Source: an optimization exercise on an open RTL-to-GDS flow (aim: a short achievable clock period and few clock cycles). Production flows keep margins and buffers that such runs may drop. The RTL was checked by simulation tests, not by an equivalence proof against the original design. Power is estimated from default activity; no workload was simulated.

==> job 7036 <==
Design cpu, start of the top module:
module cpu(
	input	clk,
	input	rst,
	input [31:0] rom_data_i,
	output [31:0] rom_addr_o,
	output rom_ce_o,
	input [31:0] ram_data_i,
	output [31:0] ram_addr_o,
	output [31:0] ram_data_o,
	output ram_we_o,
	output [3:0] ram_sel_o,
	output ram_ce_o
);
make LEC_CHECK=0 CAP_MARGIN=40 CORE_MARGIN=2 CORE_UTILIZATION=40 SETUP_SLACK_MARGIN=0.4 SLEW_MARGIN=30 finish   # period 13.5 ns
run.sh (not shown) runs the stock make flow with config.mk's settings and CLKGATE_MAP_FILE= SYNTH_SCRIPT=/design/flow/synth_recipe.tcl, a recipe that flattens the netlist after the stock synthesis.
==> job 4379 (differences from job 7036) <==
--- a/flow/design.v
+++ b/flow/design.v
@@ -1,10 +1,41 @@
 `timescale 1ns / 1ps
 `timescale 1ns / 1ps
+module ks_add #(parameter N = 32, parameter L = 5) (
+	input  [N-1:0] a,
+	input  [N-1:0] b,
+	input          cin,
+	output [N-1:0] s,
+	output         cout
+);
+	wire [N-1:0] p = a ^ b;
+	wire [N-1:0] g0 = (a & b) | {{(N-1){1'b0}}, p[0] & cin};
+	wire [N-1:0] gl [0:L];
+	wire [N-1:0] pl [0:L];
+	assign gl[0] = g0;
+	assign pl[0] = p;
+	genvar i, j;
+	generate
+		for (j = 0; j < L; j = j + 1) begin : lv
+			for (i = 0; i < N; i = i + 1) begin : bt
+				if (i >= (1 << j)) begin : c
+					assign gl[j+1][i] = gl[j][i] | (pl[j][i] & gl[j][i - (1 << j)]);
+					assign pl[j+1][i] = pl[j][i] & pl[j][i - (1 << j)];
+				end else begin : n
+					assign gl[j+1][i] = gl[j][i];
+					assign pl[j+1][i] = pl[j][i];
+				end
+			end
+		end
+	endgenerate
+	assign s = p ^ {gl[L][N-2:0], cin};
+	assign cout = gl[L][N-1];
+endmodule
+`timescale 1ns / 1ps
 module booth_enc(input [32:0] b, output [16:0] one, output [16:0] two, output [16:0] neg);
   wire [35:0] x = {b[32], b[32], b, 1'b0};
   genvar i;
   generate for (i = 0; i < 17; i = i + 1) begin : g
     wire b0 = x[2*i], b1 = x[2*i+1], b2 = x[2*i+2];
     assign one[i] = b1 ^ b0;
     assign two[i] = (b2 & ~b1 & ~b0) | (~b2 & b1 & b0);
     assign neg[i] = b2;
@@ -1789,39 +1820,38 @@
 	           R_SLTU = 4'd4, R_CLZ = 4'd5, R_CLO = 4'd6, R_PASSA = 4'd7,
 	           R_HI = 4'd8, R_LO = 4'd9, R_LOAD = 4'd10, R_ZERO = 4'd11;
 	localparam L_LB = 3'd0, L_LBU = 3'd1, L_LH = 3'd2, L_LHU = 3'd3,
 	           L_LW = 3'd4, L_LWL = 3'd5, L_LWR = 3'd6;
 	reg        ce;
 	reg [31:0] pc;
 	reg        d_valid;
 	reg [31:0] d_inst;
+	reg [31:0] d_ohs;         
+	reg [31:0] d_oht;         
 	reg        e_valid;
 	reg        e_wreg;        
 	reg [4:0]  e_wd;
 	reg [3:0]  e_rsel;
 	reg [1:0]  e_lop;
 	reg [1:0]  e_sop;
 	reg        e_sub;
 	reg        e_ovchk;
 	reg        e_movz;
 	reg        e_movn;
 	reg        e_fadd;        
 	reg        e_fslt;        
 	reg        e_fsltu;       
 	reg [31:0] e_a;
 	reg [31:0] e_b;
-	reg        e_fa;          
-	reg        e_fb;          
 	reg        e_mem;
 	reg        e_store;
 	reg [31:0] e_addr;
 	reg [3:0]  e_sel;
 	reg [31:0] e_sdata;
-	reg        e_sfwd;        
 	reg [2:0]  e_stype;
 	reg [2:0]  e_ltype;
 	reg [1:0]  e_boff;
 	reg        e_mulgpr;
 	reg        e_mul64;
 	reg        e_acc;
 	reg        e_msub;
 	reg        e_mthi;
@@ -1837,17 +1867,17 @@
 	reg        w_acc;
 	reg        w_msub;
 	reg        w_mthi;
 	reg        w_mtlo;
 	reg [63:0] w_ms;
 	reg [63:0] w_mc;
 	reg [63:0] hs;            
 	reg [63:0] hc;
-	reg [31:0] rf [0:31];
+	reg [1023:0] rfv;         
 	function [31:0] sfmt(input [2:0] st, input [1:0] bo, input [31:0] v);
 		begin
 			case (st)
 				3'd0: sfmt = {v[7:0], v[7:0], v[7:0], v[7:0]};
 				3'd1: sfmt = {v[15:0], v[15:0]};
 				3'd3: case (bo)
 					2'b00: sfmt = v;
 					2'b01: sfmt = {8'b0, v[31:8]};
@@ -1859,20 +1889,21 @@
 					2'b01: sfmt = {v[15:0], 16'b0};
 					2'b10: sfmt = {v[23:0], 8'b0};
 					default: sfmt = v;
 				endcase
 				default: sfmt = v;
 			endcase
 		end
 	endfunction
-	wire [31:0] ea     = (e_fa & w_wreg) ? w_res : e_a;
-	wire [31:0] eb     = (e_fb & w_wreg) ? w_res : e_b;
+	wire [31:0] ea     = e_a;
+	wire [31:0] eb     = e_b;
 	wire [31:0] e_bx   = e_sub ? ~eb : eb;
-	wire [32:0] e_sum  = {1'b0, ea} + {1'b0, e_bx} + {32'b0, e_sub};
+	wire [32:0] e_sum;
+	ks_add #(32, 5) e_add(.a(ea), .b(e_bx), .cin(e_sub), .s(e_sum[31:0]), .cout(e_sum[32]));
 	wire        e_bm31 = eb[31] ^ (e_sub & (|eb[30:0]));
 	wire        e_ov   = (~ea[31] & ~e_bm31 & e_sum[31]) | (ea[31] & e_bm31 & ~e_sum[31]);
 	wire        e_slt  = (ea[31] & ~eb[31]) | (~(ea[31] ^ eb[31]) & e_sum[31]);
 	wire        e_sltu = ~e_sum[32];
 	reg [31:0] e_logic;
 	always @(*) begin
 		case (e_lop)
 			2'd0: e_logic = ea & eb;
@@ -1933,17 +1964,19 @@
 				2'b00: e_ld = {eb[31:8], ram_data_i[31:24]};
 				2'b01: e_ld = {eb[31:16], ram_data_i[31:16]};
 				2'b10: e_ld = {eb[31:24], ram_data_i[31:8]};
 				default: e_ld = ram_data_i;
 			endcase
 			default: e_ld = ram_data_i;
 		endcase
 	end
-	wire [63:0] hilo = hs + hc;
+	wire [63:0] hilo;
+	wire        hilo_co;
+	ks_add #(64, 6) h_add(.a(hs), .b(hc), .cin(1'b0), .s(hilo), .cout(hilo_co));
 	reg [31:0] e_res;
 	always @(*) begin
 		case (e_rsel)
 			R_ADD:   e_res = e_sum[31:0];
 			R_LOGIC: e_res = e_logic;
 			R_SHIFT: e_res = e_shift;
 			R_SLT:   e_res = {31'b0, e_slt};
 			R_SLTU:  e_res = {31'b0, e_sltu};
@@ -1958,21 +1991,23 @@
 	end
 	wire e_bz = (eb == 32'b0);
 	wire e_wr = e_valid & e_wreg & ~(e_ovchk & e_ov) & ~(e_movz & ~e_bz) & ~(e_movn & e_bz);
 	wire [63:0] e_ms, e_mc;
 	mul_tree mt(.a(m_a), .one(m_one), .two(m_two), .neg(m_neg), .s(e_ms), .c(e_mc));
 	assign rom_addr_o = pc;
 	assign rom_ce_o   = ce;
 	assign ram_addr_o = e_addr;
-	assign ram_data_o = (e_sfwd & w_wreg) ? sfmt(e_stype, e_boff, w_res) : e_sdata;
+	assign ram_data_o = e_sdata;
 	assign ram_sel_o  = e_sel;
 	assign ram_ce_o   = e_mem;
 	assign ram_we_o   = e_store & ~rst;
-	wire [31:0] w_mlo = w_ms[31:0] + w_mc[31:0];
+	wire [31:0] w_mlo;
+	wire        w_mco;
+	ks_add #(32, 5) w_add(.a(w_ms[31:0]), .b(w_mc[31:0]), .cin(1'b0), .s(w_mlo), .cout(w_mco));
 	wire [31:0] w_val = w_mulgpr ? w_mlo : w_res;
 	wire [63:0] w_x  = w_msub ? ~w_ms : w_ms;
 	wire [63:0] w_y  = w_msub ? ~w_mc : w_mc;
 	wire [63:0] w_u  = hs ^ hc ^ w_x;
 	wire [63:0] w_v  = {((hs[62:0] & hc[62:0]) | (hs[62:0] & w_x[62:0]) | (hc[62:0] & w_x[62:0])), w_msub};
 	wire [63:0] w_s2 = w_u ^ w_v ^ w_y;
 	wire [63:0] w_c2 = {((w_u[62:0] & w_v[62:0]) | (w_u[62:0] & w_y[62:0]) | (w_v[62:0] & w_y[62:0])), w_msub};
 	always @(posedge clk) begin
@@ -1989,33 +2024,52 @@
 				hs <= {w_res, hilo[31:0]};
 				hc <= 64'b0;
 			end
 			if (w_mtlo) begin
 				hs <= {hilo[63:32], w_res};
 				hc <= 64'b0;
 			end
 		end
-		if (w_wreg && w_wd != 5'd0) rf[w_wd] <= w_val;
 	end
 	wire [5:0]  op  = d_inst[31:26];
 	wire [4:0]  rs  = d_inst[25:21];
 	wire [4:0]  rt  = d_inst[20:16];
 	wire [4:0]  rd  = d_inst[15:11];
 	wire [4:0]  sa  = d_inst[10:6];
 	wire [5:0]  fn  = d_inst[5:0];
 	wire [15:0] imm = d_inst[15:0];
 	wire [31:0] simm = {{16{imm[15]}}, imm};
 	wire [31:0] zimm = {16'b0, imm};
-	wire w_rs = w_wreg & (w_wd == rs);
-	wire w_rt = w_wreg & (w_wd == rt);
-	wire [31:0] va = (rs == 5'd0) ? 32'b0 : w_rs ? w_val : rf[rs];
-	wire [31:0] vb = (rt == 5'd0) ? 32'b0 : w_rt ? w_val : rf[rt];
-	wire [31:0] fa = (rs == 5'd0) ? 32'b0 : w_rs ? w_res : rf[rs];
-	wire [31:0] fb = (rt == 5'd0) ? 32'b0 : w_rt ? w_res : rf[rt];
+	genvar gr;
+	generate
+		for (gr = 1; gr < 32; gr = gr + 1) begin : rfw
+			always @(posedge clk) begin
+				if (w_wreg && w_wd == gr) rfv[32*gr +: 32] <= w_val;
+			end
+		end
+	endgenerate
+	function [31:0] rfrd(input [31:0] oh);
+		integer k;
+		begin
+			rfrd = 32'b0;
+			for (k = 1; k < 32; k = k + 1)
+				rfrd = rfrd | ({32{oh[k]}} & rfv[32*k +: 32]);
+		end
+	endfunction
+	wire [31:0] ra = rfrd(d_ohs);
+	wire [31:0] rb = rfrd(d_oht);
+	wire w_rs  = w_wreg & (w_wd == rs) & (rs != 5'd0);
+	wire w_rt  = w_wreg & (w_wd == rt) & (rt != 5'd0);
+	wire w_mrs = w_rs & w_mulgpr;
+	wire w_mrt = w_rt & w_mulgpr;
+	wire [31:0] fa = w_rs ? w_res : ra;
+	wire [31:0] fb = w_rt ? w_res : rb;
+	wire [31:0] va = w_rs ? w_val : ra;
+	wire [31:0] vb = w_rt ? w_val : rb;
 	wire e_rs = e_valid & e_wreg & (e_wd == rs) & (rs != 5'd0);
 	wire e_rt = e_valid & e_wreg & (e_wd == rt) & (rt != 5'd0);
 	reg        i_valid;       
 	reg        i_wreg;
 	reg [4:0]  i_wd;
 	reg [3:0]  i_rsel;
 	reg [1:0]  i_lop;
 	reg [1:0]  i_sop;
@@ -2139,20 +2193,24 @@
 			2'd1: opb = simm;
 			2'd2: opb = zimm;
 			2'd3: opb = {imm, 16'b0};
 			default: opb = vb;
 		endcase
 	end
 	wire [16:0] b_one, b_two, b_neg;
 	booth_enc be(.b({i_msign & vb[31], vb}), .one(b_one), .two(b_two), .neg(b_neg));
-	wire [31:0] agu2 = fa + simm;
+	wire [31:0] agu2;
+	wire        agu2_co;
+	ks_add #(32, 5) a2_add(.a(fa), .b(simm), .cin(1'b0), .s(agu2), .cout(agu2_co));
 	wire [31:0] g_s  = ea ^ e_bx ^ simm;
 	wire [31:0] g_c  = (ea & e_bx) | (ea & simm) | (e_bx & simm);
-	wire [31:0] agu3 = g_s + {g_c[30:0], e_sub};
+	wire [31:0] agu3;
+	wire        agu3_co;
+	ks_add #(32, 5) a3_add(.a(g_s), .b({g_c[30:0], e_sub}), .cin(1'b0), .s(agu3), .cout(agu3_co));
 	wire [31:0] agu  = e_rs ? agu3 : agu2;
 	wire [1:0]  boff = agu[1:0];
 	reg  [3:0]  ssel;
 	always @(*) begin
 		case (i_stype)
 			3'd0: case (boff)
 				2'b00: ssel = 4'b1000;
 				2'b01: ssel = 4'b0100;
@@ -2200,43 +2258,44 @@
 			3'd2: btaken = ~eq;
 			3'd3: btaken = ltz | eqz;
 			3'd4: btaken = ~ltz & ~eqz;
 			3'd5: btaken = ltz;
 			3'd6: btaken = ~ltz;
 			default: btaken = 1'b0;
 		endcase
 	end
-	wire [31:0] btarget = pc + {simm[29:0], 2'b00};
+	wire [31:0] btarget;
+	wire        bt_co;
+	ks_add #(32, 5) b_add(.a(pc), .b({simm[29:0], 2'b00}), .cin(1'b0), .s(btarget), .cout(bt_co));
 	wire [31:0] jtarget = {pc[31:28], d_inst[25:0], 2'b00};
 	wire e_fast = e_fadd | e_fslt | e_fsltu;
-	wire w_mrs  = w_valid & w_mulgpr & w_rs & (rs != 5'd0);
-	wire w_mrt  = w_valid & w_mulgpr & w_rt & (rt != 5'd0);
 	wire hz_mul = e_valid & e_mulgpr & (dep_a | dep_b);
 	wire hz_hl  = i_mfhl & ((e_valid & (e_mul64 | e_mthi | e_mtlo)) | (w_valid & (w_mul64 | w_mthi | w_mtlo)));
 	wire hz_br  = (i_br != 3'd0) & ((dep_a & dep_b) | ((dep_a | dep_b) & ~e_fast) | w_mrs | (i_rdb & w_mrt));
 	wire hz_jr  = i_jr & (dep_a | w_mrs);
 	wire hz_ag  = (i_load | i_store) & ((dep_a & ~e_fadd) | w_mrs);
 	wire hz_mop = (i_mulgpr | i_mul64) & (dep_a | dep_b);
 	wire stall  = d_valid & (hz_mul | hz_hl | hz_br | hz_jr | hz_ag | hz_mop);
 	wire go     = d_valid & ~stall & i_valid;
 	wire redirect = d_valid & ~stall & (i_j | i_jr | (btaken & (i_br != 3'd0)));
 	wire [31:0] rtarget = i_jr ? fa : (i_j ? jtarget : btarget);
 	always @(posedge clk) begin
 		ce <= ~rst;
-		if (rst) begin
-			pc <= 32'b0;
-			d_valid <= 1'b0;
-		end else if (~ce) begin
+		if (rst | ~ce) begin
 			pc <= 32'b0;
 			d_valid <= 1'b0;
 		end else if (~stall) begin
 			pc <= redirect ? rtarget : pc + 32'd4;
 			d_valid <= 1'b1;
+		end
+		if (~stall) begin
 			d_inst <= rom_data_i;
+			d_ohs  <= 32'b1 << rom_data_i[25:21];
+			d_oht  <= 32'b1 << rom_data_i[20:16];
 		end
 	end
 	always @(posedge clk) begin
 		if (rst) begin
 			e_valid <= 1'b0;
 			e_mem <= 1'b0;
 			e_store <= 1'b0;
 		end else begin
@@ -2251,24 +2310,21 @@
 		e_sop   <= i_sop;
 		e_sub   <= i_sub;
 		e_ovchk <= i_ovchk;
 		e_movz  <= i_movz;
 		e_movn  <= i_movn;
 		e_fadd  <= (i_rsel == R_ADD) & ~i_ovchk;
 		e_fslt  <= (i_rsel == R_SLT);
 		e_fsltu <= (i_rsel == R_SLTU);
-		e_a     <= opa;
-		e_b     <= opb;
-		e_fa    <= (i_asrc == 2'd0) & dep_a;
-		e_fb    <= (i_bsrc == 2'd0) & dep_b;
+		e_a     <= ((i_asrc == 2'd0) & dep_a & e_wr) ? e_res : opa;
+		e_b     <= ((i_bsrc == 2'd0) & dep_b & e_wr) ? e_res : opb;
 		e_addr  <= maddr;
 		e_sel   <= i_load ? 4'b1111 : ssel;
-		e_sdata <= sfmt(i_stype, boff, vb);
-		e_sfwd  <= i_store & dep_b;
+		e_sdata <= sfmt(i_stype, boff, (dep_b & e_wr) ? e_res : vb);
 		e_stype <= i_stype;
 		e_ltype <= i_ltype;
 		e_boff  <= boff;
 		e_mulgpr <= i_mulgpr;
 		e_mul64 <= i_mul64;
 		e_acc   <= i_acc;
 		e_msub  <= i_msub;
 		e_mthi  <= i_mthi;
==> comparison table <==
Number of placement rows: job 4379 201; job 7036 206
Area share of the largest cell type after synthesis: job 4379 30.21%; job 7036 28.15%
Most common cell after layout, fill and taps aside: job 4379 a22oi_1; job 7036 edfxtp_1
Hold path start: job 4379 e_mulgpr; job 7036 e_acc
Worst slew slack as a fraction of its limit: job 4379 23.78%; job 7036 30.08%
Simple-gate portion of the synthesized area: job 4379 9.989%; job 7036 8.563%
Routed vias: job 4379 112200; job 7036 106700
Share of the final layout cell area in multi-input gates: job 4379 50.36%; job 7036 52.57%
Status: job 4379 complete, no violations; job 7036 complete, no violations
Initial DRC count: job 4379 22200; job 7036 16460
Flip-flop and latch count after synthesis: job 4379 1693; job 7036 1679
Area overhead of the layout relative to synthesis: job 4379 12.45%; job 7036 11.84%
Area occupied by registers: job 4379 46100 sq um; job 7036 45550 sq um
Total power divided by cell area: job 4379 245.9 nW/um^2; job 7036 254.7 nW/um^2
Proportion of final cell area spent on non-clock buffers: job 4379 4.938%; job 7036 4.724%
Chip Width: job 4379 553.2 um; job 7036 565.9 um
Sequential element share of the synthesized area: job 4379 38.16%; job 7036 36.00%
Testbench counts of job 7036, summed over its fixed seeds: cycles 354,988.
Testbench counts of job 4379, summed over its fixed seeds: cycles 354,988.

==> static timing again, ports no longer ideal <==
In the flow no input, the clock included, has a driving cell. The finished layouts below were timed again as built, in two steps.
Step 1 sets driving cells, clkbuf_16 on the clock port and buf_2 on the other inputs (assumed; they add their load-dependent delay and slew).
Step 2 also shifts input and output timing later by t, the mid clock arrival at the registers, as if the neighbouring blocks saw the same clock.
a / b / c = no drivers / after step 1 / after step 2; a / b = the first two.
run	t, ns	setup WS [ns]	worst setup path after step 2	cell pins on the clock port's net
job 7036	0.963	5.576 / 5.576 / 5.576	register to register	1
job 4379	0.982	6.117 / 6.117 / 6.117	register to register	1
After both steps setup and hold are still met in every run listed.
